What follows belongs to an exercise in optimizing a design on an open flow for small area; a production flow would make more cautious choices.
Only simulation tests tie the RTL to the original design; equivalence was not proved.
Power and IR drop assume default switching activity.

$ cat flow/constraint.sdc
create_clock -name core_clock -period 12.5 [get_ports {clk}]
set_input_delay 2.5000 -clock core_clock [delete_from_list [all_inputs] [get_ports {clk}]]
set_output_delay 2.5000 -clock core_clock [all_outputs]
set_load 0.01 [all_outputs]
$ cat flow/design.v
module frame
(
    input             CLK_I,
    input             RST_I,
    input             FIFO_AFULL_I,
    input             FIFO_EMPTY_I,
    input             SOF_RISE_I,
    output reg [7:0]  DATA_O,
    output reg        DVAL_O
);
reg [13:0] sofc;
wire [13:0] sofc_inc;
rinc #(14) u_sofc_inc (.q(sofc), .cin(SOF_RISE_I), .s(sofc_inc));
always @(posedge CLK_I or posedge RST_I) begin
    if (RST_I)
        sofc <= 14'd0;
    else
        sofc <= sofc_inc;
end
reg [6:0] sof_cnt;
wire sof_cnt_wrap = sof_cnt[6] & sof_cnt[5] & sof_cnt[2] & sof_cnt[1] & sof_cnt[0];  
wire [6:0] sof_cnt_inc;
rinc #(7) u_sof_cnt_inc (.q(sof_cnt), .cin(SOF_RISE_I), .s(sof_cnt_inc));
wire sof_cnt_clr = SOF_RISE_I & sof_cnt_wrap;
always @(posedge CLK_I or posedge RST_I) begin
    if (RST_I)
        sof_cnt <= 7'd0;
    else
        sof_cnt <= sof_cnt_inc & ~{sof_cnt_clr, sof_cnt_clr, 1'b0, sof_cnt_clr, sof_cnt_clr, sof_cnt_clr, sof_cnt_clr};
end
reg [31:0] pts;
wire [31:0] pts_inc;
rinc #(32) u_pts_inc (.q(pts), .cin(1'b1), .s(pts_inc));
always @(posedge CLK_I or posedge RST_I) begin
    if (RST_I)
        pts <= 32'd0;
    else
        pts <= pts_inc;
end
reg        fv;
reg [11:0] byte_cnt;
reg [6:0]  pay_cnt;
reg [5:0]  pos;
reg        fid;
reg [31:0] pts_reg;
wire start    = ~fv & SOF_RISE_I & (sof_cnt == 7'd0) & FIFO_EMPTY_I;
wire wr       = fv & ~FIFO_AFULL_I;
wire hdr      = (byte_cnt[11:4] == 8'd0) & ~(byte_cnt[3] & byte_cnt[2]);
wire pay_end  = byte_cnt[11] & (&byte_cnt[9:0]);                       
wire last_pay = pay_cnt[6] & pay_cnt[5] & pay_cnt[2];                   
wire frm_end  = last_pay & byte_cnt[10] & byte_cnt[7] & byte_cnt[5] &
                byte_cnt[4] & byte_cnt[3] & byte_cnt[1] & byte_cnt[0];  
wire pix      = wr & ~hdr;
always @(posedge CLK_I) begin
    if (start)
        pts_reg <= pts;
end
always @(posedge CLK_I or posedge RST_I) begin
    if (RST_I) begin
        fv  <= 1'b0;
        fid <= 1'b0;
    end
    else if (fv) begin
        if (wr & frm_end) begin
            fv  <= 1'b0;
            fid <= ~fid;
        end
    end
    else if (start)
        fv <= 1'b1;
end
wire [11:0] byte_cnt_inc;
wire [6:0]  pay_cnt_inc;
rinc #(12) u_byte_cnt_inc (.q(byte_cnt), .cin(wr), .s(byte_cnt_inc));
rinc #(7)  u_pay_cnt_inc  (.q(pay_cnt), .cin(wr & pay_end), .s(pay_cnt_inc));
always @(posedge CLK_I) begin
    byte_cnt <= byte_cnt_inc & {12{fv & ~(wr & pay_end)}};
    pay_cnt  <= pay_cnt_inc & {7{fv}};
end
wire pos_ci = start | (pix & byte_cnt[1] & byte_cnt[0]);
wire [5:0] pos_inc;
rinc #(6) u_pos_inc (.q(pos), .cin(pos_ci), .s(pos_inc));
wire pos_wrap = pos_ci & pos[5] & pos[4] & pos[3] & pos[1] & pos[0];  
always @(posedge CLK_I or posedge RST_I) begin
    if (RST_I)
        pos <= 6'd0;
    else
        pos <= pos_inc & {6{~pos_wrap}};
end
reg [7:0] pixel;
always @(*) begin
    if (pos < 6'd20) begin           
        case (byte_cnt[1:0])
            2'd0: pixel = 8'h20;
            2'd1: pixel = 8'h60;
            2'd2: pixel = 8'h20;
            default: pixel = 8'hDC;
        endcase
    end
    else if (pos < 6'd40)            
        pixel = 8'h00;
    else begin                       
        case (byte_cnt[1:0])
            2'd0: pixel = 8'h10;
            2'd1: pixel = 8'hD0;
            2'd2: pixel = 8'h10;
            default: pixel = 8'h70;
        endcase
    end
end
reg [7:0] hbyte;
always @(*) begin
    case (byte_cnt[3:0])
        4'd0:  hbyte = 8'd12;
        4'd1:  hbyte = {6'b000011, last_pay, fid};
        4'd2:  hbyte = pts_reg[7:0];
        4'd3:  hbyte = pts_reg[15:8];
        4'd4:  hbyte = pts_reg[23:16];
        4'd5:  hbyte = pts_reg[31:24];
        4'd6:  hbyte = pts_reg[7:0];
        4'd7:  hbyte = pts_reg[15:8];
        4'd8:  hbyte = pts_reg[23:16];
        4'd9:  hbyte = pts_reg[31:24];
        4'd10: hbyte = sofc[10:3];
        default: hbyte = {5'd0, sofc[13:11]};
    endcase
end
always @(posedge CLK_I or posedge RST_I) begin
    if (RST_I) begin
        DATA_O <= 8'd0;
        DVAL_O <= 1'b0;
    end
    else begin
        DVAL_O <= wr;
        if (~fv)
            DATA_O <= 8'd0;
        else if (wr)
            DATA_O <= hdr ? hbyte : pixel;
    end
end
endmodule
module rinc #(parameter W = 8) (
    input  [W-1:0] q,
    input          cin,
    output [W-1:0] s
);
wire [W:0] c;
assign c[0] = cin;
genvar i;
generate
    for (i = 0; i < W; i = i + 1) begin : g
        assign s[i]   = q[i] ^ c[i];
        assign c[i+1] = q[i] & c[i];
    end
endgenerate
endmodule
module cge #(parameter W = 8, parameter [W-1:0] C = 0) (
    input  [W-1:0] x,
    output         ge
);
wire [W:0] g;
assign g[0] = 1'b1;
genvar i;
generate
    for (i = 0; i < W; i = i + 1) begin : g_bit
        if (C[i])
            assign g[i+1] = x[i] & g[i];
        else
            assign g[i+1] = x[i] | g[i];
    end
endgenerate
assign ge = g[W];
endmodule
module usb_desc (
    input  [9:0] i_descrom_raddr,
    output [7:0] o_descrom_rdat
);
  wire x0 = i_descrom_raddr[8];
  wire x1 = i_descrom_raddr[7];
  wire x2 = i_descrom_raddr[6];
  wire x3 = i_descrom_raddr[5];
  wire x4 = i_descrom_raddr[4];
  wire x5 = i_descrom_raddr[3];
  wire x6 = i_descrom_raddr[2];
  wire x7 = i_descrom_raddr[1];
  wire x8 = i_descrom_raddr[0];
  wire z0, z1, z2, z3, z4, z5, z6, z7;
  assign o_descrom_rdat = {z0, z1, z2, z3, z4, z5, z6, z7};
  wire new_n18, new_n19, new_n20, new_n21, new_n22, new_n23, new_n24,
    new_n25, new_n26, new_n27, new_n28, new_n29, new_n30, new_n31, new_n32,
    new_n33, new_n34, new_n35, new_n36, new_n37, new_n38, new_n39, new_n40,
    new_n41, new_n42, new_n43, new_n44, new_n45, new_n46, new_n47, new_n48,
    new_n49, new_n50, new_n51, new_n52, new_n53, new_n54, new_n55, new_n56,
    new_n57, new_n58, new_n59, new_n60, new_n61, new_n62, new_n63, new_n64,
    new_n65, new_n66, new_n67, new_n68, new_n69, new_n70, new_n71, new_n72,
    new_n73, new_n74, new_n75, new_n76, new_n77, new_n78, new_n79, new_n80,
    new_n81, new_n82, new_n83, new_n84, new_n85, new_n86, new_n87, new_n88,
    new_n89, new_n90, new_n91, new_n92, new_n93, new_n94, new_n95, new_n96,
    new_n97, new_n98, new_n99, new_n100, new_n101, new_n102, new_n103,
    new_n104, new_n105, new_n106, new_n107, new_n108, new_n109, new_n110,
    new_n111, new_n112, new_n113, new_n114, new_n115, new_n116, new_n117,
    new_n118, new_n119, new_n120, new_n121, new_n122, new_n123, new_n124,
    new_n125, new_n126, new_n127, new_n128, new_n130, new_n131, new_n132,
    new_n133, new_n134, new_n135, new_n136, new_n137, new_n138, new_n139,
    new_n140, new_n141, new_n142, new_n143, new_n144, new_n145, new_n146,
    new_n147, new_n148, new_n149, new_n150, new_n151, new_n152, new_n153,
    new_n154, new_n155, new_n156, new_n157, new_n158, new_n159, new_n160,
    new_n161, new_n162, new_n163, new_n164, new_n165, new_n166, new_n167,
    new_n168, new_n169, new_n170, new_n171, new_n172, new_n173, new_n174,
    new_n175, new_n176, new_n177, new_n178, new_n179, new_n180, new_n181,
    new_n182, new_n183, new_n184, new_n185, new_n186, new_n187, new_n188,
    new_n189, new_n190, new_n191, new_n192, new_n193, new_n194, new_n195,
    new_n196, new_n197, new_n198, new_n199, new_n200, new_n202, new_n203,
    new_n204, new_n205, new_n206, new_n207, new_n208, new_n209, new_n210,
    new_n211, new_n212, new_n213, new_n214, new_n215, new_n216, new_n217,
    new_n218, new_n219, new_n220, new_n221, new_n222, new_n223, new_n224,
    new_n225, new_n226, new_n227, new_n228, new_n229, new_n230, new_n231,
    new_n232, new_n233, new_n234, new_n235, new_n236, new_n237, new_n238,
    new_n240, new_n241, new_n242, new_n243, new_n244, new_n245, new_n246,
    new_n247, new_n248, new_n249, new_n250, new_n251, new_n252, new_n253,
    new_n254, new_n255, new_n256, new_n257, new_n258, new_n259, new_n260,
    new_n261, new_n262, new_n263, new_n264, new_n265, new_n266, new_n267,
    new_n269, new_n270, new_n271, new_n272, new_n273, new_n274, new_n275,
    new_n276, new_n277, new_n278, new_n279, new_n280, new_n281, new_n282,
    new_n283, new_n284, new_n285, new_n286, new_n287, new_n288, new_n289,
    new_n290, new_n291, new_n292, new_n293, new_n294, new_n295, new_n296,
    new_n297, new_n298, new_n299, new_n301, new_n302, new_n303, new_n304,
    new_n305, new_n306, new_n307, new_n308, new_n309, new_n310, new_n311,
    new_n312, new_n313, new_n314, new_n315, new_n316, new_n317, new_n318,
    new_n319, new_n320, new_n321, new_n323, new_n324, new_n325, new_n326,
    new_n327, new_n328, new_n329, new_n330, new_n331, new_n332, new_n333,
    new_n334, new_n335, new_n336, new_n337, new_n338, new_n339, new_n340,
    new_n341, new_n342, new_n343, new_n344, new_n345, new_n346, new_n347,
    new_n348, new_n349, new_n350, new_n351, new_n352, new_n353, new_n354,
    new_n355, new_n356, new_n357, new_n358, new_n359, new_n360, new_n361,
    new_n362, new_n363, new_n364, new_n365, new_n366, new_n367, new_n368,
    new_n369, new_n370, new_n371, new_n372, new_n373, new_n374, new_n375,
    new_n376, new_n377, new_n379, new_n380, new_n381, new_n382, new_n383,
    new_n384, new_n385, new_n386, new_n387, new_n388, new_n389, new_n390,
    new_n391, new_n392, new_n393, new_n394, new_n395, new_n396, new_n397,
    new_n398, new_n399, new_n400, new_n401, new_n402, new_n403, new_n404,
    new_n405, new_n406, new_n407, new_n408, new_n409, new_n410, new_n411,
    new_n412, new_n413, new_n414, new_n415, new_n416, new_n417, new_n418,
    new_n419, new_n420, new_n421, new_n422, new_n423, new_n424, new_n425,
    new_n426, new_n427, new_n428, new_n429, new_n430, new_n431, new_n432,
    new_n433, new_n434, new_n435, new_n436, new_n437, new_n438, new_n439;
  assign new_n18 = ~x3 & ~x6;
  assign new_n19 = ~x6 & x7;
  assign new_n20 = ~x4 & ~x7;
  assign new_n21 = x4 & x7;
  assign new_n22 = ~new_n20 & ~new_n21;
  assign new_n23 = x5 & ~new_n22;
  assign new_n24 = ~new_n19 & new_n23;
  assign new_n25 = new_n18 & new_n24;
  assign new_n26 = ~x5 & ~x6;
  assign new_n27 = x4 & new_n26;
  assign new_n28 = x1 & x3;
  assign new_n29 = ~new_n27 & new_n28;
  assign new_n30 = x5 & x6;
  assign new_n31 = x4 & ~new_n30;
  assign new_n32 = ~new_n26 & ~new_n31;
  assign new_n33 = ~x5 & ~new_n32;
  assign new_n34 = x7 & ~new_n33;
  assign new_n35 = new_n29 & ~new_n34;
  assign new_n36 = ~x4 & ~x5;
  assign new_n37 = x4 & x5;
  assign new_n38 = ~new_n36 & ~new_n37;
  assign new_n39 = x1 & ~x3;
  assign new_n40 = x7 & new_n39;
  assign new_n41 = ~new_n38 & new_n40;
  assign new_n42 = ~x1 & x3;
  assign new_n43 = x7 & new_n42;
  assign new_n44 = ~new_n32 & new_n43;
  assign new_n45 = ~new_n41 & ~new_n44;
  assign new_n46 = ~new_n35 & new_n45;
  assign new_n47 = ~x1 & ~x3;
  assign new_n48 = ~x5 & ~x7;
  assign new_n49 = x6 & new_n48;
  assign new_n50 = new_n47 & new_n49;
  assign new_n51 = x6 & ~x7;
  assign new_n52 = ~new_n19 & ~new_n51;
  assign new_n53 = x5 & new_n39;
  assign new_n54 = ~new_n52 & new_n53;
  assign new_n55 = ~x1 & x5;
  assign new_n56 = ~x6 & ~x7;
  assign new_n57 = x3 & new_n56;
  assign new_n58 = new_n55 & new_n57;
  assign new_n59 = ~new_n54 & ~new_n58;
  assign new_n60 = ~new_n50 & new_n59;
  assign new_n61 = ~x2 & ~new_n60;
  assign new_n62 = new_n46 & ~new_n61;
  assign new_n63 = ~x1 & ~x4;
  assign new_n64 = x6 & x7;
  assign new_n65 = ~new_n63 & ~new_n64;
  assign new_n66 = ~x4 & ~new_n65;
  assign new_n67 = ~new_n62 & new_n66;
  assign new_n68 = x1 & new_n21;
  assign new_n69 = x5 & x7;
  assign new_n70 = ~x3 & ~x5;
  assign new_n71 = ~new_n69 & ~new_n70;
  assign new_n72 = new_n68 & new_n71;
  assign new_n73 = ~x2 & ~new_n72;
  assign new_n74 = ~new_n67 & new_n73;
  assign new_n75 = ~new_n25 & new_n74;
  assign new_n76 = ~x1 & ~x8;
  assign new_n77 = ~x2 & new_n76;
  assign new_n78 = ~new_n75 & new_n77;
  assign new_n79 = new_n18 & ~new_n55;
  assign new_n80 = x8 & new_n20;
  assign new_n81 = ~new_n63 & ~new_n80;
  assign new_n82 = ~new_n48 & ~new_n69;
  assign new_n83 = ~new_n81 & new_n82;
  assign new_n84 = x2 & new_n83;
  assign new_n85 = ~x7 & ~x8;
  assign new_n86 = ~x2 & x5;
  assign new_n87 = new_n85 & new_n86;
  assign new_n88 = ~new_n38 & new_n87;
  assign new_n89 = ~new_n84 & ~new_n88;
  assign new_n90 = new_n79 & ~new_n89;
  assign new_n91 = x1 & ~x2;
  assign new_n92 = x8 & new_n49;
  assign new_n93 = ~x6 & ~x8;
  assign new_n94 = ~new_n31 & ~new_n93;
  assign new_n95 = x6 & x8;
  assign new_n96 = new_n82 & new_n95;
  assign new_n97 = x7 & ~new_n26;
  assign new_n98 = ~new_n96 & new_n97;
  assign new_n99 = ~new_n94 & new_n98;
  assign new_n100 = ~new_n92 & ~new_n99;
  assign new_n101 = new_n91 & ~new_n100;
  assign new_n102 = ~x4 & ~x6;
  assign new_n103 = x4 & x6;
  assign new_n104 = ~new_n102 & ~new_n103;
  assign new_n105 = new_n48 & ~new_n104;
  assign new_n106 = new_n101 & new_n105;
  assign new_n107 = ~new_n90 & ~new_n106;
  assign new_n108 = ~new_n78 & new_n107;
  assign new_n109 = x4 & x8;
  assign new_n110 = new_n91 & ~new_n109;
  assign new_n111 = new_n21 & new_n26;
  assign new_n112 = new_n110 & new_n111;
  assign new_n113 = ~x5 & x6;
  assign new_n114 = ~x2 & x8;
  assign new_n115 = new_n113 & new_n114;
  assign new_n116 = new_n83 & new_n115;
  assign new_n117 = ~x2 & ~new_n56;
  assign new_n118 = ~x1 & ~new_n117;
  assign new_n119 = ~x4 & ~x8;
  assign new_n120 = ~new_n109 & ~new_n119;
  assign new_n121 = ~new_n38 & new_n51;
  assign new_n122 = ~new_n120 & new_n121;
  assign new_n123 = new_n118 & new_n122;
  assign new_n124 = ~new_n116 & ~new_n123;
  assign new_n125 = ~new_n101 & new_n124;
  assign new_n126 = x3 & ~new_n125;
  assign new_n127 = ~new_n112 & ~new_n126;
  assign new_n128 = new_n108 & new_n127;
  assign z0 = ~x0 & ~new_n128;
  assign new_n130 = new_n61 & new_n119;
  assign new_n131 = ~new_n26 & ~new_n30;
  assign new_n132 = new_n44 & new_n131;
  assign new_n133 = x5 & new_n21;
  assign new_n134 = ~x7 & new_n26;
  assign new_n135 = ~new_n133 & ~new_n134;
  assign new_n136 = new_n28 & ~new_n135;
  assign new_n137 = ~new_n50 & ~new_n136;
  assign new_n138 = ~new_n132 & new_n137;
  assign new_n139 = ~x8 & ~new_n138;
  assign new_n140 = new_n108 & ~new_n139;
  assign new_n141 = ~x4 & new_n140;
  assign new_n142 = new_n47 & ~new_n141;
  assign new_n143 = ~new_n47 & new_n141;
  assign new_n144 = ~x5 & ~new_n95;
  assign new_n145 = ~new_n93 & new_n144;
  assign new_n146 = x3 & x4;
  assign new_n147 = ~x2 & new_n56;
  assign new_n148 = ~new_n146 & new_n147;
  assign new_n149 = ~new_n145 & new_n148;
  assign new_n150 = ~new_n143 & new_n149;
  assign new_n151 = ~new_n142 & new_n150;
  assign new_n152 = ~x2 & ~new_n64;
  assign new_n153 = x3 & ~new_n152;
  assign new_n154 = x7 & new_n18;
  assign new_n155 = new_n86 & new_n154;
  assign new_n156 = ~new_n153 & ~new_n155;
  assign new_n157 = ~new_n151 & new_n156;
  assign new_n158 = x6 & ~new_n89;
  assign new_n159 = ~x8 & ~new_n158;
  assign new_n160 = ~new_n91 & new_n131;
  assign new_n161 = new_n21 & ~new_n160;
  assign new_n162 = ~x1 & x8;
  assign new_n163 = ~new_n133 & new_n162;
  assign new_n164 = ~new_n161 & ~new_n163;
  assign new_n165 = ~new_n159 & new_n164;
  assign new_n166 = ~new_n157 & new_n165;
  assign new_n167 = ~x4 & x7;
  assign new_n168 = x3 & ~new_n167;
  assign new_n169 = new_n101 & new_n168;
  assign new_n170 = ~x3 & new_n116;
  assign new_n171 = ~new_n169 & ~new_n170;
  assign new_n172 = ~new_n166 & new_n171;
  assign new_n173 = ~new_n130 & new_n172;
  assign new_n174 = ~x0 & ~new_n173;
  assign new_n175 = x2 & x8;
  assign new_n176 = ~new_n166 & ~new_n175;
  assign new_n177 = ~new_n62 & ~new_n105;
  assign new_n178 = x8 & ~new_n177;
  assign new_n179 = new_n176 & ~new_n178;
  assign new_n180 = x3 & x5;
  assign new_n181 = ~x1 & ~new_n20;
  assign new_n182 = ~x2 & ~new_n181;
  assign new_n183 = ~x2 & x6;
  assign new_n184 = ~x4 & ~new_n183;
  assign new_n185 = new_n52 & new_n184;
  assign new_n186 = ~new_n182 & ~new_n185;
  assign new_n187 = new_n180 & ~new_n186;
  assign new_n188 = new_n62 & ~new_n187;
  assign new_n189 = ~new_n179 & ~new_n188;
  assign new_n190 = ~x1 & ~x2;
  assign new_n191 = new_n37 & new_n190;
  assign new_n192 = ~x8 & ~new_n43;
  assign new_n193 = ~new_n191 & ~new_n192;
  assign new_n194 = ~x2 & new_n47;
  assign new_n195 = ~new_n119 & new_n194;
  assign new_n196 = x0 & ~new_n21;
  assign new_n197 = new_n195 & new_n196;
  assign new_n198 = new_n193 & new_n197;
  assign new_n199 = new_n172 & new_n198;
  assign new_n200 = ~new_n189 & new_n199;
  assign z1 = new_n174 | new_n200;
  assign new_n202 = ~new_n102 & ~new_n113;
  assign new_n203 = ~new_n97 & ~new_n202;
  assign new_n204 = new_n198 & ~new_n203;
  assign new_n205 = ~new_n82 & ~new_n103;
  assign new_n206 = new_n29 & new_n205;
  assign new_n207 = new_n37 & new_n43;
  assign new_n208 = ~new_n36 & new_n39;
  assign new_n209 = ~new_n20 & ~new_n113;
  assign new_n210 = new_n208 & ~new_n209;
  assign new_n211 = ~new_n207 & ~new_n210;
  assign new_n212 = ~new_n206 & new_n211;
  assign new_n213 = x8 & new_n212;
  assign new_n214 = ~new_n151 & new_n213;
  assign new_n215 = ~x8 & new_n75;
  assign new_n216 = new_n43 & new_n102;
  assign new_n217 = new_n18 & ~new_n167;
  assign new_n218 = ~new_n39 & ~new_n217;
  assign new_n219 = x1 & ~x6;
  assign new_n220 = x7 & ~new_n219;
  assign new_n221 = x4 & ~new_n220;
  assign new_n222 = ~new_n218 & ~new_n221;
  assign new_n223 = new_n57 & new_n181;
  assign new_n224 = ~new_n222 & ~new_n223;
  assign new_n225 = x5 & ~new_n224;
  assign new_n226 = ~new_n216 & ~new_n225;
  assign new_n227 = new_n131 & ~new_n226;
  assign new_n228 = x2 & ~new_n227;
  assign new_n229 = x1 & new_n227;
  assign new_n230 = ~new_n228 & ~new_n229;
  assign new_n231 = ~new_n215 & new_n230;
  assign new_n232 = ~new_n214 & new_n231;
  assign new_n233 = x3 & x8;
  assign new_n234 = x1 & x2;
  assign new_n235 = new_n233 & new_n234;
  assign new_n236 = ~new_n105 & new_n235;
  assign new_n237 = ~new_n232 & ~new_n236;
  assign new_n238 = ~x0 & ~new_n237;
  assign z2 = new_n204 | new_n238;
  assign new_n240 = new_n189 & ~new_n226;
  assign new_n241 = ~new_n232 & ~new_n240;
  assign new_n242 = new_n68 & ~new_n241;
  assign new_n243 = x7 & new_n36;
  assign new_n244 = new_n47 & new_n243;
  assign new_n245 = x1 & new_n180;
  assign new_n246 = ~new_n206 & ~new_n245;
  assign new_n247 = ~new_n23 & new_n131;
  assign new_n248 = ~new_n246 & new_n247;
  assign new_n249 = ~new_n244 & ~new_n248;
  assign new_n250 = new_n175 & ~new_n249;
  assign new_n251 = new_n39 & new_n183;
  assign new_n252 = new_n80 & new_n251;
  assign new_n253 = ~new_n250 & ~new_n252;
  assign new_n254 = ~new_n242 & new_n253;
  assign new_n255 = new_n110 & new_n154;
  assign new_n256 = ~x2 & new_n42;
  assign new_n257 = new_n109 & new_n256;
  assign new_n258 = new_n39 & new_n119;
  assign new_n259 = ~new_n257 & ~new_n258;
  assign new_n260 = new_n51 & ~new_n259;
  assign new_n261 = ~new_n255 & ~new_n260;
  assign new_n262 = x5 & ~new_n261;
  assign new_n263 = ~new_n151 & ~new_n262;
  assign new_n264 = new_n254 & new_n263;
  assign new_n265 = ~x0 & ~new_n264;
  assign new_n266 = ~x6 & new_n198;
  assign new_n267 = ~z2 & new_n266;
  assign z3 = new_n265 | new_n267;
  assign new_n269 = x3 & x6;
  assign new_n270 = ~new_n18 & ~new_n269;
  assign new_n271 = new_n167 & ~new_n270;
  assign new_n272 = ~x7 & new_n27;
  assign new_n273 = ~new_n271 & ~new_n272;
  assign new_n274 = z2 & ~new_n273;
  assign new_n275 = x4 & new_n71;
  assign new_n276 = ~new_n208 & ~new_n275;
  assign new_n277 = new_n219 & ~new_n276;
  assign new_n278 = ~new_n219 & ~new_n275;
  assign new_n279 = ~new_n21 & ~new_n82;
  assign new_n280 = ~new_n18 & new_n55;
  assign new_n281 = x8 & ~new_n280;
  assign new_n282 = ~new_n279 & new_n281;
  assign new_n283 = ~new_n278 & new_n282;
  assign new_n284 = ~new_n277 & new_n283;
  assign new_n285 = new_n76 & new_n187;
  assign new_n286 = x2 & ~new_n285;
  assign new_n287 = ~new_n284 & new_n286;
  assign new_n288 = new_n70 & ~new_n254;
  assign new_n289 = x8 & ~new_n272;
  assign new_n290 = ~new_n24 & new_n289;
  assign new_n291 = ~x8 & ~new_n102;
  assign new_n292 = new_n42 & ~new_n291;
  assign new_n293 = ~new_n290 & new_n292;
  assign new_n294 = ~x2 & ~new_n293;
  assign new_n295 = new_n140 & new_n294;
  assign new_n296 = ~new_n288 & new_n295;
  assign new_n297 = ~new_n287 & ~new_n296;
  assign new_n298 = ~new_n130 & ~new_n297;
  assign new_n299 = ~x0 & ~new_n298;
  assign z4 = new_n274 | new_n299;
  assign new_n301 = ~new_n39 & ~new_n219;
  assign new_n302 = ~x2 & new_n301;
  assign new_n303 = ~new_n90 & ~new_n302;
  assign new_n304 = new_n226 & new_n303;
  assign new_n305 = ~new_n74 & new_n304;
  assign new_n306 = ~new_n119 & new_n212;
  assign new_n307 = ~new_n138 & ~new_n306;
  assign new_n308 = ~x3 & ~x8;
  assign new_n309 = ~new_n48 & ~new_n308;
  assign new_n310 = ~x8 & new_n309;
  assign new_n311 = new_n33 & new_n310;
  assign new_n312 = ~x2 & ~new_n311;
  assign new_n313 = ~new_n307 & new_n312;
  assign new_n314 = ~new_n305 & ~new_n313;
  assign new_n315 = new_n176 & new_n314;
  assign new_n316 = new_n305 & new_n313;
  assign new_n317 = ~new_n315 & ~new_n316;
  assign new_n318 = ~new_n189 & new_n317;
  assign new_n319 = ~x0 & ~new_n318;
  assign new_n320 = ~new_n19 & ~new_n113;
  assign new_n321 = new_n198 & new_n320;
  assign z5 = new_n319 | new_n321;
  assign new_n323 = new_n75 & ~new_n145;
  assign new_n324 = new_n195 & ~new_n323;
  assign new_n325 = x0 & ~new_n324;
  assign new_n326 = x4 & ~new_n301;
  assign new_n327 = ~x4 & new_n301;
  assign new_n328 = ~new_n326 & ~new_n327;
  assign new_n329 = new_n189 & new_n328;
  assign new_n330 = x3 & ~new_n120;
  assign new_n331 = ~x3 & ~new_n119;
  assign new_n332 = ~x5 & ~new_n331;
  assign new_n333 = ~new_n330 & new_n332;
  assign new_n334 = new_n37 & new_n308;
  assign new_n335 = x5 & x8;
  assign new_n336 = new_n47 & ~new_n335;
  assign new_n337 = ~new_n120 & new_n336;
  assign new_n338 = ~new_n334 & ~new_n337;
  assign new_n339 = ~new_n333 & new_n338;
  assign new_n340 = new_n51 & ~new_n339;
  assign new_n341 = ~new_n26 & ~new_n53;
  assign new_n342 = new_n119 & new_n220;
  assign new_n343 = ~new_n341 & new_n342;
  assign new_n344 = ~new_n340 & ~new_n343;
  assign new_n345 = ~new_n329 & new_n344;
  assign new_n346 = ~new_n75 & ~new_n345;
  assign new_n347 = x2 & x4;
  assign new_n348 = ~new_n180 & ~new_n233;
  assign new_n349 = ~new_n347 & new_n348;
  assign new_n350 = ~new_n140 & new_n349;
  assign new_n351 = x7 & x8;
  assign new_n352 = ~new_n85 & ~new_n351;
  assign new_n353 = new_n270 & new_n352;
  assign new_n354 = ~new_n270 & ~new_n352;
  assign new_n355 = ~new_n38 & ~new_n354;
  assign new_n356 = ~new_n353 & new_n355;
  assign new_n357 = ~x3 & new_n113;
  assign new_n358 = ~x0 & x4;
  assign new_n359 = ~new_n57 & new_n358;
  assign new_n360 = ~new_n357 & new_n359;
  assign new_n361 = ~new_n51 & new_n233;
  assign new_n362 = ~new_n308 & ~new_n361;
  assign new_n363 = ~x7 & ~new_n38;
  assign new_n364 = ~new_n362 & ~new_n363;
  assign new_n365 = new_n190 & ~new_n364;
  assign new_n366 = ~new_n360 & new_n365;
  assign new_n367 = ~new_n356 & new_n366;
  assign new_n368 = new_n18 & ~new_n22;
  assign new_n369 = x3 & ~new_n104;
  assign new_n370 = ~new_n20 & new_n369;
  assign new_n371 = ~new_n368 & ~new_n370;
  assign new_n372 = new_n55 & new_n175;
  assign new_n373 = ~new_n371 & new_n372;
  assign new_n374 = ~new_n367 & ~new_n373;
  assign new_n375 = new_n253 & new_n374;
  assign new_n376 = ~new_n350 & new_n375;
  assign new_n377 = ~new_n346 & new_n376;
  assign z6 = ~new_n325 & ~new_n377;
  assign new_n379 = ~new_n69 & ~new_n145;
  assign new_n380 = new_n197 & ~new_n379;
  assign new_n381 = ~x8 & ~new_n71;
  assign new_n382 = new_n117 & new_n381;
  assign new_n383 = new_n79 & new_n86;
  assign new_n384 = ~new_n46 & new_n335;
  assign new_n385 = ~x1 & ~new_n49;
  assign new_n386 = ~new_n114 & ~new_n385;
  assign new_n387 = ~new_n180 & ~new_n357;
  assign new_n388 = ~new_n351 & ~new_n387;
  assign new_n389 = ~new_n19 & ~new_n245;
  assign new_n390 = ~new_n388 & new_n389;
  assign new_n391 = ~new_n386 & new_n390;
  assign new_n392 = ~x6 & ~new_n309;
  assign new_n393 = ~new_n233 & new_n234;
  assign new_n394 = ~new_n96 & new_n393;
  assign new_n395 = ~new_n392 & new_n394;
  assign new_n396 = new_n51 & new_n180;
  assign new_n397 = ~x4 & ~new_n190;
  assign new_n398 = ~new_n396 & new_n397;
  assign new_n399 = ~new_n395 & new_n398;
  assign new_n400 = ~new_n391 & new_n399;
  assign new_n401 = ~new_n384 & new_n400;
  assign new_n402 = ~new_n151 & new_n401;
  assign new_n403 = ~new_n383 & ~new_n402;
  assign new_n404 = ~new_n382 & ~new_n403;
  assign new_n405 = ~new_n183 & new_n226;
  assign new_n406 = ~new_n63 & ~new_n184;
  assign new_n407 = new_n381 & ~new_n406;
  assign new_n408 = ~new_n405 & new_n407;
  assign new_n409 = new_n193 & ~new_n369;
  assign new_n410 = ~new_n117 & new_n180;
  assign new_n411 = ~new_n118 & ~new_n410;
  assign new_n412 = ~new_n26 & new_n65;
  assign new_n413 = x2 & ~new_n412;
  assign new_n414 = ~new_n411 & ~new_n413;
  assign new_n415 = new_n409 & new_n414;
  assign new_n416 = new_n147 & new_n181;
  assign new_n417 = x3 & ~new_n416;
  assign new_n418 = ~new_n64 & ~new_n86;
  assign new_n419 = new_n118 & ~new_n418;
  assign new_n420 = x5 & new_n51;
  assign new_n421 = new_n234 & new_n420;
  assign new_n422 = ~new_n419 & ~new_n421;
  assign new_n423 = ~new_n417 & new_n422;
  assign new_n424 = ~x8 & ~new_n113;
  assign new_n425 = ~new_n115 & ~new_n234;
  assign new_n426 = ~new_n424 & new_n425;
  assign new_n427 = ~new_n111 & ~new_n410;
  assign new_n428 = ~x1 & new_n48;
  assign new_n429 = ~x4 & ~new_n428;
  assign new_n430 = ~x8 & ~new_n51;
  assign new_n431 = new_n234 & new_n430;
  assign new_n432 = ~new_n429 & ~new_n431;
  assign new_n433 = new_n427 & new_n432;
  assign new_n434 = ~new_n426 & new_n433;
  assign new_n435 = ~new_n423 & new_n434;
  assign new_n436 = ~new_n415 & ~new_n435;
  assign new_n437 = ~new_n408 & new_n436;
  assign new_n438 = ~new_n404 & new_n437;
  assign new_n439 = ~x0 & ~new_n438;
  assign z7 = new_n380 | new_n439;
endmodule
module uvc_app(
    input         clk,
    input         rst,               
    input         usb_sof_i,
    input         usb_txact_i,
    input         usb_txpop_i,
    input  [7:0]  usb_rxdat_i,
    input         usb_rxval_i,
    input         usb_rxact_i,
    input         usb_setup_i,
    input  [3:0]  usb_endpt_i,
    input  [7:0]  inf_alter_i,
    input  [7:0]  inf_sel_i,
    input         inf_set_i,
    input  [9:0]  descrom_raddr_i,
    input         phy_txvalid_i,
    input  [7:0]  fifo_rdat_i,
    input  [11:0] fifo_wnum_i,
    input         fifo_aempty_i,
    input         fifo_afull_i,
    input         fifo_empty_i,
    output [7:0]  usb_txdat_o,
    output        usb_txval_o,
    output [11:0] usb_txdat_len_o,
    output        usb_txcork_o,
    output [3:0]  usb_txiso_pid_o,
    output [7:0]  inf_alter_o,
    output [7:0]  descrom_rdat_o,
    output [9:0]  desc_dev_addr_o,
    output [7:0]  desc_dev_len_o,
    output [9:0]  desc_qual_addr_o,
    output [7:0]  desc_qual_len_o,
    output [9:0]  desc_fscfg_addr_o,
    output [7:0]  desc_fscfg_len_o,
    output [9:0]  desc_hscfg_addr_o,
    output [7:0]  desc_hscfg_len_o,
    output [9:0]  desc_oscfg_addr_o,
    output [9:0]  desc_strlang_addr_o,
    output [9:0]  desc_strvendor_addr_o,
    output [7:0]  desc_strvendor_len_o,
    output [9:0]  desc_strproduct_addr_o,
    output [7:0]  desc_strproduct_len_o,
    output [9:0]  desc_strserial_addr_o,
    output [7:0]  desc_strserial_len_o,
    output        desc_have_strings_o,
    output [7:0]  fifo_wdat_o,
    output        fifo_wren_o,
    output        fifo_rden_o,
    output        LED,
    output [5:0]  GPIO
);
reg txact_d0, txact_d1;
reg sof_d0, sof_d1;
always @(posedge clk, posedge rst) begin
    if (rst) begin
        txact_d0 <= 1'b0;
        txact_d1 <= 1'b0;
        sof_d0   <= 1'b0;
        sof_d1   <= 1'b0;
    end
    else begin
        txact_d0 <= usb_txact_i;
        txact_d1 <= txact_d0;
        sof_d0   <= usb_sof_i;
        sof_d1   <= sof_d0;
    end
end
wire txact_fall = txact_d1 & ~txact_d0;
wire sof_rise   = sof_d0 & ~sof_d1;
wire ep0 = (usb_endpt_i == 4'd0);
wire ep2 = (usb_endpt_i == 4'd2);
reg [15:0] led_cnt;
wire [15:0] led_inc;
rinc #(16) u_led_inc (.q(led_cnt), .cin(1'b1), .s(led_inc));
cge #(16, 16'd10000) u_led_ge (.x(led_cnt), .ge(LED));
wire led_wrap = led_cnt[15] & led_cnt[10] & led_cnt[9] & led_cnt[8];
always @(posedge clk, posedge rst) begin
    if (rst)
        led_cnt <= 16'd0;
    else
        led_cnt <= led_inc & ~{led_wrap, 4'd0, {3{led_wrap}}, 7'd0, led_wrap};
end
reg [7:0] dect;
wire [7:0] dect_inc;
rinc #(8) u_dect_inc (.q(dect), .cin(1'b1), .s(dect_inc));
always @(posedge clk, posedge rst) begin
    if (rst)
        dect <= 8'd0;
    else
        dect <= dect_inc & {8{~phy_txvalid_i}};
end
reg [15:0] sof_dly_cnt;
wire [15:0] sof_dly_inc;
rinc #(16) u_sof_dly_inc (.q(sof_dly_cnt), .cin(1'b1), .s(sof_dly_inc));
always @(posedge clk, posedge rst) begin
    if (rst)
        sof_dly_cnt <= 16'd0;
    else
        sof_dly_cnt <= sof_dly_inc & {16{~sof_rise}};
end
reg [1:0] pid_hi;
always @(posedge clk) begin
    if (rst)
        pid_hi <= 2'b01;
    else if (usb_sof_i)
        pid_hi <= fifo_afull_i ? 2'b01 : fifo_aempty_i ? 2'b00 : 2'b10;
    else if (txact_fall & ep2)
        pid_hi <= {pid_hi[0], 1'b0};
end
assign usb_txiso_pid_o = {pid_hi, 2'b11};
reg [15:0] tx_width_cnt;
wire [15:0] tx_width_inc;
rinc #(16) u_tx_width_inc (.q(tx_width_cnt), .cin(pid_hi[1]), .s(tx_width_inc));
always @(posedge clk, posedge rst) begin
    if (rst)
        tx_width_cnt <= 16'd0;
    else
        tx_width_cnt <= tx_width_inc & {16{~((txact_fall | usb_txact_i) & ep2)}};
end
wire frame_dval;
cge #(8, 8'd150) u_dect_ge (.x(dect), .ge(GPIO[0]));
assign GPIO[1] = fifo_rden_o;
assign GPIO[2] = frame_dval;
assign GPIO[3] = usb_txact_i;
wire tx_width_gt;
cge #(16, 16'd351) u_tx_width_ge (.x(tx_width_cnt), .ge(tx_width_gt));
assign GPIO[4] = tx_width_gt & fifo_afull_i;
cge #(16, 16'd8000) u_sof_dly_ge (.x(sof_dly_cnt), .ge(GPIO[5]));
assign fifo_rden_o = usb_txact_i & usb_txpop_i & ep2;
assign fifo_wren_o = frame_dval;
frame u_frame (
    .CLK_I       (clk),
    .RST_I       (rst),
    .FIFO_AFULL_I(fifo_afull_i),
    .FIFO_EMPTY_I(fifo_empty_i),
    .SOF_RISE_I  (sof_rise),
    .DATA_O      (fifo_wdat_o),
    .DVAL_O      (frame_dval)
);
reg [11:0] txdat_len;
reg        usb_txcork;
assign usb_txdat_len_o = txdat_len;
assign usb_txcork_o    = usb_txcork;
always @(posedge clk, posedge rst) begin
    if (rst) begin
        txdat_len  <= 12'd34;
        usb_txcork <= 1'b0;
    end
    else if (usb_txact_i) begin
        if (ep0)
            txdat_len <= 12'd0;
    end
    else if (ep0) begin
        txdat_len  <= 12'd34;
        usb_txcork <= 1'b0;
    end
    else if (ep2) begin
        if (fifo_afull_i) begin
            txdat_len  <= 12'd1024;
            usb_txcork <= 1'b0;
        end
        else if (frame_dval | fifo_empty_i) begin
            txdat_len  <= 12'd0;
            usb_txcork <= 1'b1;
        end
        else if (fifo_aempty_i) begin
            txdat_len  <= fifo_wnum_i;
            usb_txcork <= 1'b0;
        end
        else begin
            txdat_len  <= 12'd1024;
            usb_txcork <= 1'b0;
        end
    end
    else begin
        txdat_len  <= 12'd0;
        usb_txcork <= 1'b1;
    end
end
reg [7:0] interface0_alter;
reg [7:0] interface1_alter;
wire inf0 = (inf_sel_i == 8'd0);
wire inf1 = (inf_sel_i == 8'd1);
assign inf_alter_o = inf0 ? interface0_alter : inf1 ? interface1_alter : 8'd0;
always @(posedge clk, posedge rst) begin
    if (rst) begin
        interface0_alter <= 8'd0;
        interface1_alter <= 8'd0;
    end
    else if (inf_set_i) begin
        if (inf0)
            interface0_alter <= inf_alter_i;
        else if (inf1)
            interface1_alter <= inf_alter_i;
    end
end
usb_desc u_usb_desc (
    .i_descrom_raddr (descrom_raddr_i),
    .o_descrom_rdat  (descrom_rdat_o)
);
assign desc_dev_addr_o        = 10'd0;
assign desc_dev_len_o         = 8'd18;
assign desc_qual_addr_o       = 10'd20;
assign desc_qual_len_o        = 8'd10;
assign desc_fscfg_addr_o      = 10'd32;
assign desc_fscfg_len_o       = 8'd174;
assign desc_hscfg_addr_o      = 10'd32;
assign desc_hscfg_len_o       = 8'd174;
assign desc_oscfg_addr_o      = 10'd206;
assign desc_strlang_addr_o    = 10'd219;
assign desc_strvendor_addr_o  = 10'd223;
assign desc_strvendor_len_o   = 8'd20;
assign desc_strproduct_addr_o = 10'd243;
assign desc_strproduct_len_o  = 8'd32;
assign desc_strserial_addr_o  = 10'd275;
assign desc_strserial_len_o   = 8'd2;
assign desc_have_strings_o    = 1'b1;
wire       endpt0_send;
wire [7:0] endpt0_dat;
uvc_probe u_probe (
    .clk         (clk),
    .rst         (rst),
    .setup_i     (usb_setup_i),
    .rxdat_i     (usb_rxdat_i),
    .rxval_i     (usb_rxval_i),
    .rxact_i     (usb_rxact_i),
    .txact_i     (usb_txact_i),
    .txpop_i     (usb_txpop_i),
    .ep0_i       (ep0),
    .send_o      (endpt0_send),
    .dat_o       (endpt0_dat)
);
assign usb_txdat_o = ep0 ? endpt0_dat : fifo_rdat_i;
assign usb_txval_o = ep0 & endpt0_send;
endmodule
module uvc_probe (
    input            clk,
    input            rst,
    input            setup_i,
    input      [7:0] rxdat_i,
    input            rxval_i,
    input            rxact_i,
    input            txact_i,
    input            txpop_i,
    input            ep0_i,
    output           send_o,
    output     [7:0] dat_o
);
reg        rq_set, rq_get, v_ok, i_ok;
reg [3:0]  stage;
reg [7:0]  sub_stage;
reg        endpt0_send;
assign send_o = endpt0_send;
reg [7:0]  endpt0_dat;
assign dat_o = endpt0_dat;
wire       match = v_ok & i_ok;
localparam [271:0] PROBE_RST = 272'h0000000003938700000004000004b000000000000000000000000005161501010000;
wire [271:0] probe;
wire probe_we = ~setup_i & rq_set & match & rxact_i & ep0_i & rxval_i;
reg rst_seen;
always @(posedge clk, posedge rst) begin
    if (rst)
        rst_seen <= 1'b1;
    else
        rst_seen <= 1'b0;
end
wire [7:0] rxd_z = rxdat_i & {8{~rst_seen}};
wire [7:0] rxd_o = rxdat_i | {8{rst_seen}};
genvar k;
generate
    for (k = 0; k < 34; k = k + 1) begin : g_probe
        if (k >= 22 && k <= 25) begin : g_const
            assign probe[8*k +: 8] = PROBE_RST[8*k +: 8];
        end
        else begin : g_reg
            reg [7:0] r;
            wire en = rst_seen | (probe_we & dec[k]);
            always @(posedge clk) begin
                if (en)
                    r <= (rxd_z & ~PROBE_RST[8*k +: 8]) | (rxd_o & PROBE_RST[8*k +: 8]);
            end
            assign probe[8*k +: 8] = r;
        end
    end
endgenerate
wire [7:0] dlo;
wire [4:0] dhi;
genvar m;
generate
    for (m = 0; m < 8; m = m + 1) begin : g_dlo
        assign dlo[m] = (sub_stage[2:0] == m);
    end
    for (m = 0; m < 5; m = m + 1) begin : g_dhi
        assign dhi[m] = (sub_stage[7:3] == m);
    end
endgenerate
wire [33:0] dec;
generate
    for (k = 0; k < 34; k = k + 1) begin : g_dec
        assign dec[k] = dhi[k / 8] & dlo[k % 8];
    end
endgenerate
reg [7:0] grp [0:4];
reg [7:0] probe_next;
integer j, g;
always @(*) begin
    for (g = 0; g < 5; g = g + 1) begin
        grp[g] = 8'd0;
        for (j = 8 * g; j < 8 * g + 8 && j < 33; j = j + 1)
            grp[g] = grp[g] | ({8{dlo[j % 8]}} & probe[8*(j+1) +: 8]);
    end
    probe_next = 8'd0;
    for (g = 0; g < 5; g = g + 1)
        probe_next = probe_next | ({8{dhi[g]}} & grp[g]);
end
wire rd_ok = |dec[32:0];
wire sub_clr = setup_i ? (rxval_i & ((stage == 4'd0) | (stage == 4'd7))) :
               rq_set  ? (match & ~(rxact_i & ep0_i)) :
               rq_get  ? (match & ~(txact_i & ep0_i)) : 1'b1;
wire sub_inc = ~setup_i & match & ep0_i &
               ((rq_set & rxact_i & rxval_i) | (rq_get & txact_i & endpt0_send & txpop_i));
wire [7:0] sub_nxt;
rinc #(8) u_sub_inc (.q(sub_stage), .cin(sub_inc), .s(sub_nxt));
always @(posedge clk, posedge rst) begin
    if (rst)
        sub_stage <= 8'd0;
    else
        sub_stage <= sub_nxt & {8{~sub_clr}};
end
always @(posedge clk, posedge rst) begin
    if (rst) begin
        stage       <= 4'd0;
        endpt0_send <= 1'b0;
        endpt0_dat  <= 8'd0;
        rq_set      <= 1'b0;
        rq_get      <= 1'b0;
        v_ok        <= 1'b0;
        i_ok        <= 1'b0;
    end
    else if (setup_i) begin
        if (rxval_i) begin
            if (stage != 4'd8)
                stage <= stage + 4'd1;
            case (stage)
                4'd0: endpt0_send <= 1'b0;
                4'd1: begin
                    rq_set <= (rxdat_i == 8'h01);
                    rq_get <= (rxdat_i == 8'h81) | (rxdat_i == 8'h87);
                end
                4'd3: v_ok <= (rxdat_i == 8'h01);
                4'd4: i_ok <= (rxdat_i == 8'h01);
                4'd6: if (rq_get & match) endpt0_send <= 1'b1;
                default: ;
            endcase
        end
    end
    else begin
        stage <= 4'd0;
        if (rq_get) begin
            if (match) begin
                if (txact_i & ep0_i) begin
                    if (endpt0_send) begin
                        if (txpop_i) begin
                            if (dec[33])
                                endpt0_send <= 1'b0;
                            if (rd_ok)
                                endpt0_dat <= probe_next;
                        end
                        else if (dec[0])
                            endpt0_dat <= probe[7:0];
                    end
                end
            end
        end
    end
end
endmodule
$ cat flow/flow/merge_ties.tcl
# Let one conb_1 tie cell drive a tie-high and a tie-low load: pair each
# tie-high cell with the nearest tie-low cell, move the low load onto the
# high cell's LO pin and delete the emptied cell.
set db_file $::env(TIE_IN)
set out_file $::env(TIE_OUT)
read_db $db_file
set block [ord::get_db_block]
set his {}
set los {}
foreach inst [$block getInsts] {
  if {[[$inst getMaster] getName] ne "sky130_fd_sc_hd__conb_1"} { continue }
  set hi [$inst findITerm HI]
  set lo [$inst findITerm LO]
  set hn [$hi getNet]
  set ln [$lo getNet]
  if {$hn ne "NULL" && $ln eq "NULL"} { lappend his $inst }
  if {$ln ne "NULL" && $hn eq "NULL"} { lappend los $inst }
}
puts "tie-high cells [llength $his], tie-low cells [llength $los]"
set merged 0
foreach h $his {
  if {[llength $los] == 0} { break }
  set hx [lindex [$h getLocation] 0]
  set hy [lindex [$h getLocation] 1]
  set best -1
  set bestd 0
  set i 0
  foreach l $los {
    set d [expr {abs([lindex [$l getLocation] 0] - $hx) + abs([lindex [$l getLocation] 1] - $hy)}]
    if {$best < 0 || $d < $bestd} { set best $i; set bestd $d }
    incr i
  }
  set l [lindex $los $best]
  set los [lreplace $los $best $best]
  set net [[$l findITerm LO] getNet]
  [$l findITerm LO] disconnect
  [$h findITerm LO] connect $net
  odb::dbInst_destroy $l
  incr merged
}
puts "merged $merged tie-low cells into tie-high cells"
write_db $out_file
$ cat flow/standard.sh
#!/bin/bash
# synth_recipe.tcl (not shown) runs the flow's synth.tcl, then flattens the netlist and writes it again
# the make line also repeats each setting of config.mk as NAME=value (left out here)
make -C /OpenROAD-flow-scripts/flow DESIGN_CONFIG=/design/flow/config.mk WORK_HOME=/design/flow/orfs CLKGATE_MAP_FILE= SYNTH_SCRIPT=/design/flow/synth_recipe.tcl "${@:-finish}"
$ cat flow/flow/run.sh
#!/bin/bash
# Standard ORFS layout (the standard.sh, standard synthesis unchanged) with
# three changes:
#  - ports are buffered with buf_1 instead of the resizer's default pick;
#  - the clock tree uses clkbuf_16 leaf clusters without dummy loads;
#  - after placement, each tie-low conb_1 is folded into the nearest tie-high
#    conb_1 (one cell drives both a 1 and a 0 through its HI and LO pins).
# Each step's output goes to its own log here; ORFS keeps per-step logs under orfs/logs.
set -euo pipefail
KNOBS=(
  "BUFFER_PORTS_ARGS=-buffer_cell sky130_fd_sc_hd__buf_1"
  "CTS_ARGS=-sink_clustering_enable -repair_clock_nets -dont_use_dummy_load -buf_list sky130_fd_sc_hd__clkbuf_16 -sink_clustering_size 28 -sink_clustering_max_diameter 100"
)
bash standard.sh "${KNOBS[@]}" place > flow_place.log 2>&1
R=orfs/results/${FLOW_PLATFORM}/uvc_app/base
TIE_IN=$R/3_place.odb TIE_OUT=$R/3_place.odb openroad -no_init -exit flow/merge_ties.tcl > merge_ties.log 2>&1
bash standard.sh "${KNOBS[@]}" finish > flow_finish.log 2>&1
$ cat flow/config.mk
export PLATFORM = sky130hd
export DESIGN_NAME = uvc_app
export DESIGN_NICKNAME = uvc_app
export VERILOG_FILES = /design/flow/design.v
export SDC_FILE = /design/flow/constraint.sdc
export NUM_CORES = 4
export LEC_CHECK = 0
export ABC_AREA = 1
export CAP_MARGIN = 20
export CORE_MARGIN = 2
export CORE_UTILIZATION = 80
export SLEW_MARGIN = 20
==> run_results.csv, run 1 <==
group,metric,value,unit
routing,wl_per_cell,25.7,um
min_path,hold_start,"sof_d0",
synthesis,async_flop_share,38.7,%
die,core-area,27700,um2
clocking,numCtsBuffers,21,
clocking,tritoncts,"built",
routing,drc,0,
job,max_cap_violations,0,
place,hpwl,41000,um
routing,wl_met3,8520,um
clocking,numClockSinks,478,
clocking,clk_path_buf_depth,3,
cells_and_area,syn2layout_area_growth,3.73,%
cells_and_area,layout-drive-gt1-share,5.70,%
timing,drv_slew,0,
timing,final.period_utilization,66.9,%
timing,fmax,120,MHz
routing,drt-initial-drc-count,3013,
synthesis,synth_area,22500,um2
place,portBuffers,126,
synthesis,yosys-top-cells-area,"edfxtp_1 36%, dfrtp_1 20%, ha_1 8.5%",
synthesis,syn-instance-count,2040,
global_routing,grt_pass1_wl,95600,um
synthesis,ys_types,65,
critical_path,slowest_delay,0.48,ns
synthesis,ys_ff_latch,478,
synthesis,yosysWarnings,4,
power_and_ir_drop,p_leak,10.4,nW
timing,worstMarginPinSlew,1.03,ns
die,row_count,61,
global_routing,grt-ovfl-total,0,
timing,report.final.hold_viol_count,0,
critical_path,crit_type,"in -> out",
timing,tns,0,ns
clocking,clk_latency,0.54,ns
routing,vias,17130,
timing,skew,0.0721,ns
cells_and_area,largest_reg_flops,240,
clocking,root_buffer,"clkbuf_16",
critical_path,r2r_start,"u_frame.pts[1]",
min_path,worst_hold_path.num_cells,0,
routing,m1WireLength,20700,um
synthesis,synth_edf_count,272,
routing,drt_first_pass_iters,9,
die,die_area,29400,um2
clocking,post_cts_buffers,0,
timing,setup_ws,4.14,ns
synthesis,ys.flop_type,"edfxtp_1",
power_and_ir_drop,ir_drop,0.164,mV
routing,via_per_inst,6.85,
routing,met2_length,30600,um
timing,setup_viol,0,
global_routing,antenna_found_initial,2,
critical_path,cp_common_cell,"nand2_1",
synthesis,yosysTopAreaCell,"edfxtp_1",
clocking,ctsHoldBuffers,0,
routing,top_layer_used,"met5",
place,gp_congestion,1.01,
global_routing,grt_pass1_vias,16750,
timing,maxSlewHeadroom,29.8,%
clocking,cts.repair.resized,0,
global_routing,track_usage,43.6,%
routing,drt-total-wl,64400,um
critical_path,arrival,5.86,ns
min_path,hold_path_class,"reg -> reg",
critical_path,r2r_cells,31,
synthesis,yosys.area.top_type_share,36.4,%
critical_path,cp.required,10.00,ns
cells_and_area,fin_nets,2400,
place,pre_cts_ws,4.33,ns
synthesis,synth_seq_area_share,58.9,%
min_path,holdPathEnd,"sof_d1",
critical_path,cp-start-kind,"input port",
timing,rsz0062_at_grt,"false",
die,die_x,172,um
power_and_ir_drop,p_per_area,126,nW/um2
critical_path,critPathMaxFanout,11,
timing,period_needed,8.36,ns
clocking,htree_num_levels,1,
status,status,"no timing/DRC/antenna violations",
synthesis,syn_area_per_cell,11.0,um2
critical_path,slowest_stage,"buf_1",
die,initial_utilization,81.1,%
clocking,clk_pin_slew,0.11,ns
routing,antenna_left,0,
global_routing,grt_max_degree,120,
critical_path,rr_endpoint,"u_frame.pts[31]",
die,die_y,172,um
critical_path,r2r_slack,5.21,ns
die,io_pins,277,
critical_path,cp-end-kind,"output port",
cells_and_area,fillers,1286,
[worst max-delay path: cells and delay by family]
family	cells	cell delay, ns
simple gates	24	1.90
buf+inv	4	1.06
fa+ha+maj	1	0.38
[routing by layer]
metal,GRT usage [%],vias to the layer above
met5,0,-
met4,24.4,2
met3,10.5,427
met2,71.9,1751
met1,53.1,7918
li1,-,7032
[where the power goes]
| group | switching (W) | internal (W) | total [W] |
|---|---|---|---|
| clock network | 0.000465 | 0.000303 | 0.000768 |
| registers | 0.0000600 | 0.00177 | 0.00183 |
| logic | 0.000247 | 0.0000966 | 0.000343 |
| total | 0.000772 | 0.00217 | 0.00294 |
[through the flow]
step,cell area (um2),std cells,utilization [%],power [W],hold slack [ns]
6_report,23300,2502,84.1,0.00294,0.393
5_1_grt,23300,2501,84.1,0.00301,0.406
3_3_place_gp,22900,2527,82.7,0.00214,0.353
4_1_cts,23300,2500,84.1,0.00291,0.389
3_5_place_dp,23000,2532,82.9,0.00218,0.364
2_1_floorplan,23000,2188,-,0.00209,0.345
[cell usage in the layout, fill, tap and decap left out, drive strengths merged, types with 3 or more instances in the layout]
master,netlist,layout
nand2,334,334
nand3,67,67
a21oi,43,43
nor3,29,29
nor2,162,162
a22oi,21,21
o221ai,4,4
xnor2,10,10
a41o,4,4
buf,173,177
o211ai,13,13
nor4,16,16
a2111oi,3,3
a22o,30,30
dfxtp,21,21
o22ai,6,6
a41oi,9,9
ha,152,152
inv,209,209
o31ai,13,13
nand4,29,29
xor2,4,4
a31o,3,3
dfrtp,182,182
conb,2,97
clkbuf,38,21
a221oi,25,25
dfstp,3,3
o21ai,109,109
o2111ai,5,5
a211oi,10,10
a31oi,11,11
o41ai,3,3
edfxtp,272,272
[synth_stat cells, types with 15 or more instances]
| library cell | count |
|---|---|
| clkbuf_1 | 38 |
| dfrtp_1 | 182 |
| buf_4 | 165 |
| a22oi_1 | 21 |
| nor2_1 | 159 |
| nand2_1 | 329 |
| dfxtp_1 | 21 |
| nor4_1 | 15 |
| nor3_1 | 25 |
| a21oi_1 | 41 |
| o21ai_0 | 105 |
| a221oi_1 | 25 |
| edfxtp_1 | 272 |
| ha_1 | 152 |
| a22o_1 | 30 |
| inv_1 | 199 |
| nand3_1 | 63 |
| nand4_1 | 28 |
[cell type report]
| cell class | count | area (um2) | area share [%] |
|---|---|---|---|
| Antenna cell | 2 | 5.00 | 0.0215 |
| Clock buffer | 21 | 526 | 2.26 |
| Inverter | 211 | 807 | 3.46 |
| Multi-Input combinational cell | 1235 | 7400 | 31.8 |
| Sequential cell | 478 | 13200 | 56.7 |
| Tap cell | 378 | 473 | 2.03 |
| Timing Repair Buffer | 177 | 866 | 3.72 |
[worst max-delay path by stage]
stage	from	endpoint	slack [ns]	cells after the start
finish	descrom_raddr_i[2]	descrom_rdat_o[3]	4.14	29
detailed placement	descrom_raddr_i[2]	descrom_rdat_o[3]	4.33	29
global route	descrom_raddr_i[2]	descrom_rdat_o[3]	3.88	29
floorplan	rst	dect[0]	4.94	1
global placement	descrom_raddr_i[2]	descrom_rdat_o[3]	4.31	29
CTS	descrom_raddr_i[2]	descrom_rdat_o[3]	4.32	29
[kinds of logic (layout without fill, tap and decap cells)]
group           Yosys count  after routing  synth area share (%)
compound gates          327            327                  9.82
buf+inv                 422            409                  9.94
xor+xnor                 14             14                 0.546
other cells               2             99                0.0334
flops                   478            478                  58.9
fa+ha+maj               152            152                  8.47
simple gates            645            645                  12.3
==> run 2: changes to the inputs <==
--- a/flow/flow/run.sh
+++ b/flow/flow/run.sh
@@ -3,8 +3,8 @@
 # three changes:
 #  - ports are buffered with buf_1 instead of the resizer's default pick;
 #  - the clock tree uses clkbuf_16 leaf clusters without dummy loads;
-#  - after placement, each tie-low conb_1 is folded into the nearest tie-high
-#    conb_1 (one cell drives both a 1 and a 0 through its HI and LO pins).
+#  - after placement, the constant outputs on each side of the die are all
+#    driven by one conb_1 tie cell (HI and LO pins) instead of one per port.
 # Each step's output goes to its own log here; ORFS keeps per-step logs under orfs/logs.
 set -euo pipefail
 KNOBS=(
==> flow/flow/merge_ties.tcl (replaced) <==
# Constant outputs: after placement, let one conb_1 tie cell per die side
# drive all the constant ports on that side, through its HI and LO pins,
# instead of one tie cell per port. A tie cell has no timing arcs and its
# pins allow 1.9 pF, far above the few port loads each net gets here.
set db_file $::env(TIE_IN)
set out_file $::env(TIE_OUT)
read_db $db_file
set block [ord::get_db_block]
set die [$block getDieArea]
set dx0 [$die xMin]; set dy0 [$die yMin]; set dx1 [$die xMax]; set dy1 [$die yMax]
proc side_of {inst} {
  global dx0 dy0 dx1 dy1
  set x [lindex [$inst getLocation] 0]
  set y [lindex [$inst getLocation] 1]
  set d [list [expr {$x - $dx0}] [expr {$dx1 - $x}] [expr {$y - $dy0}] [expr {$dy1 - $y}]]
  set best 0
  for {set i 1} {$i < 4} {incr i} {
    if {[lindex $d $i] < [lindex $d $best]} { set best $i }
  }
  return $best
}
set ties {}
foreach inst [$block getInsts] {
  if {[[$inst getMaster] getName] eq "sky130_fd_sc_hd__conb_1"} { lappend ties $inst }
}
puts "tie cells before: [llength $ties]"
# keeper per side, and the keeper's HI / LO nets (created on demand)
array set keeper {}
set removed 0
foreach inst $ties {
  set s [side_of $inst]
  if {![info exists keeper($s)]} { set keeper($s) $inst; continue }
  set k $keeper($s)
  foreach pin {HI LO} {
    set it [$inst findITerm $pin]
    set net [$it getNet]
    if {$net eq "NULL"} { continue }
    set kit [$k findITerm $pin]
    set knet [$kit getNet]
    if {$knet eq "NULL"} {
      $it disconnect
      $kit connect $net
      continue
    }
    # move every other pin of net onto the keeper's net
    foreach bt [$net getBTerms] { $bt disconnect; $bt connect $knet }
    foreach oit [$net getITerms] {
      if {$oit eq $it} { continue }
      $oit disconnect; $oit connect $knet
    }
    $it disconnect
    odb::dbNet_destroy $net
  }
  odb::dbInst_destroy $inst
  incr removed
}
puts "tie cells removed: $removed"
write_db $out_file
--- a/flow/config.mk
+++ b/flow/config.mk
@@ -8,5 +8,5 @@
 export ABC_AREA = 1
 export CAP_MARGIN = 20
 export CORE_MARGIN = 2
-export CORE_UTILIZATION = 80
+export CORE_UTILIZATION = 65
 export SLEW_MARGIN = 20
==> run 2 against run 1 <==
  * First-iteration DRC count is 48% lower
  * Design area is 1.0% lower
  * Area after synthesis stayed put
  * Power is 1.9% lower
  * Clock-buffer cell count stayed put
  * Largest cell class unchanged
==> run_results.csv, run 2 <==
group,metric,value,unit
status,status,"no timing/DRC/antenna violations",
place,placed_area,23000,um2
power_and_ir_drop,pwr-share-clk,26.0,%
critical_path,r2r_cells,31,
global_routing,grt_pass1_vias,14697,
cells_and_area,final_cell_mix,"329 x nand2_1, 272 x edfxtp_1, 197 x inv_1",
clocking,ctsHoldBuffers,0,
die,die_y,190,um
timing,rsz0062_at_grt,"false",
power_and_ir_drop,power,0.00289,W
global_routing,track_usage,30.6,%
clocking,clk_latency,0.54,ns
critical_path,rr_endpoint,"u_frame.pts[31]",
synthesis,yosys-top-cells-area,"edfxtp_1 36%, dfrtp_1 20%, ha_1 8.5%",
global_routing,grt_pass1_wl,83900,um
timing,final.period_utilization,66.3,%
die,die_area,36100,um2
power_and_ir_drop,power_frac_seq,63.0,%
die,core-area,34300,um2
critical_path,crit_type,"in -> out",
cells_and_area,fin_nets,2258,
die,initial_utilization,65.5,%
critical_path,critPathMaxFanout,11,
power_and_ir_drop,power.internal,0.00217,W
min_path,holdPathEnd,"sof_d1",
clocking,clk_path_buf_depth,3,
critical_path,arrival,5.79,ns
cells_and_area,layout-drive-gt1-share,5.86,%
clocking,post_cts_buffers,0,
timing,skew,0.0641,ns
synthesis,synthTopCellsByCount,"329 x nand2_1, 272 x edfxtp_1, 199 x inv_1, 182 x dfrtp_1, 165 x buf_4",
timing,tns,0,ns
power_and_ir_drop,p_leak,10.1,nW
place,portBuffers,126,
power_and_ir_drop,ir_drop,0.151,mV
synthesis,yosysMostFrequentCell,"nand2_1",
job,max_cap_violations,0,
routing,drt-total-wl,54900,um
clocking,numClockSinks,478,
cells_and_area,fin_area,23100,um2
min_path,worst_hold_path.num_cells,0,
routing,vias,15102,
timing,drv_slew,0,
die,io_pins,277,
critical_path,cp-start-kind,"input port",
critical_path,cp_common_cell,"nand2_1",
critical_path,cp.required,10.00,ns
cells_and_area,syn2layout_area_growth,2.64,%
synthesis,synth_edf_count,272,
synthesis,synth_area,22500,um2
critical_path,cp-end-kind,"output port",
clocking,root_buffer,"clkbuf_16",
place,hpwl,38500,um
timing,period_needed,8.29,ns
clocking,tritoncts,"built",
synthesis,syn_area_per_cell,11.0,um2
timing,report.final.hold_viol_count,0,
place,gp_congestion,0.928,
clocking,cts.repair.resized,0,
power_and_ir_drop,p_sw_share,24.9,%
routing,via_per_inst,6.07,
cells_and_area,largest_reg_flops,240,
routing,wl_per_cell,22.1,um
timing,setup_viol,0,
global_routing,antenna_found_initial,7,
min_path,hold_start,"sof_d0",
timing,worstMarginPinSlew,1.17,ns
clocking,clk_pin_slew,0.11,ns
synthesis,synth_seq_area_share,58.9,%
critical_path,r2r_start,"u_frame.pts[0]",
synthesis,yosys.area.top_type_share,36.4,%
min_path,hold_path_class,"reg -> reg",
critical_path,slowest_stage,"buf_1",
synthesis,ys_ff_latch,478,
synthesis,ys.flop_type,"edfxtp_1",
timing,maxSlewHeadroom,21.3,%
global_routing,grt-ovfl-total,0,
power_and_ir_drop,netSwitchingPower,0.000720,W
routing,drc,0,
cells_and_area,layout_commonest_cell,"nand2_1",
synthesis,ys_types,65,
routing,drt_first_pass_iters,6,
die,row_count,68,
power_and_ir_drop,p_comb_share,11.0,%
synthesis,yosysTopAreaCell,"edfxtp_1",
timing,fmax,121,MHz
routing,antenna_left,0,
clocking,numCtsBuffers,21,
global_routing,grt_max_degree,112,
cells_and_area,final_util,67.2,%
synthesis,syn-instance-count,2040,
routing,drt-initial-drc-count,1554,
die,die_x,190,um
clocking,htree_num_levels,1,
critical_path,slowest_delay,0.48,ns
synthesis,async_flop_share,38.7,%
critical_path,r2r_slack,5.71,ns
synthesis,yosysWarnings,4,
power_and_ir_drop,p_per_area,125,nW/um2
[run 2: area by class of cell]
class,count,area (um2)
diodes,4,10.0
clock buffers,21,526
fillers,2554,11200
inverters,211,807
multi-input cells,1142,7050
flip-flops and latches,478,13200
well taps,455,569
repair buffers,177,880
[run 2: kinds of logic after synthesis]
logic type	share of synthesized area, %
XOR/XNOR	0.546
flip-flops	58.9
buffers and inverters	9.94
AO/OA/AOI/OAI	9.82
AND/OR/NAND/NOR	12.3
adder cells (fa/ha/maj)	8.47
other	0.0334
[run 2: layer usage]
metal / share of wire [%] / track usage (%) / routed length, um
met1: 40 / 41.1 / 21800
met2: 49 / 50.5 / 26700
met3: 8.2 / 4.56 / 4510
met4: 3.4 / 12.1 / 1860
met5: 0 / 0 / 0
[run 2: stage by stage]
step                      std cells  hold slack (ns)  worst slack, ns
after CTS                      2483            0.393             4.27
final                          2488            0.396             4.21
after floorplan                2188            0.345             4.94
after detailed placement       2608            0.367             4.27
after global placement         2607            0.353             4.23
after global routing           2488            0.401             3.87
[run 2: worst max-delay path: cells and delay by family]
kind,cells,cell delay (ns)
fa+ha+maj,1,0.39
buf+inv,4,0.99
compound gates,1,0.18
simple gates,22,1.73
[run 2: worst max-delay path by stage]
stage                  startpoint                end  slack [ns]
2_1_floorplan                 rst            dect[0]        4.94
4_1_cts        descrom_raddr_i[2]  descrom_rdat_o[3]        4.27
5_1_grt        descrom_raddr_i[2]  descrom_rdat_o[3]        3.87
3_5_place_dp   descrom_raddr_i[2]  descrom_rdat_o[3]        4.27
6_report       descrom_raddr_i[2]  descrom_rdat_o[3]        4.21
3_3_place_gp   descrom_raddr_i[2]  descrom_rdat_o[3]        4.23
[run 2: power groups by stage]
stage	Sequential (W)	Combinational, W	Clock, W
5_1_grt	0.00183	0.000359	0.000810
4_1_cts	0.00182	0.000314	0.000761
3_5_place_dp	0.00185	0.000312	0
6_report	0.00182	0.000318	0.000751
2_1_floorplan	0.00184	0.000249	0
3_3_place_gp	0.00185	0.000306	0

[re-timing with driven ports]
How much do the figures lean on ideal ports? The routed layouts below were timed once more, with nothing changed but the port constraints. Step 1 assumes that a clkbuf_16 drives the clock port and a buf_2 every other input. Step 2 adds t to the input delays and takes it off the output delays; t is the mean of the earliest and latest rising clock arrival at the registers after step 1. Input paths then give back, and output paths get back, about the clock's delay inside the block. Slacks: ideal / step 1 / step 2; pairs: ideal / step 1.
run | shift t [ns] | setup WS [ns] | cell pins on the clock port's net
run 1 | 0.573 | 4.137 / 4.113 / 4.113 | 1
run 2 | 0.572 | 4.207 / 4.183 / 4.183 | 1
After both steps setup and hold are still met in every run listed.
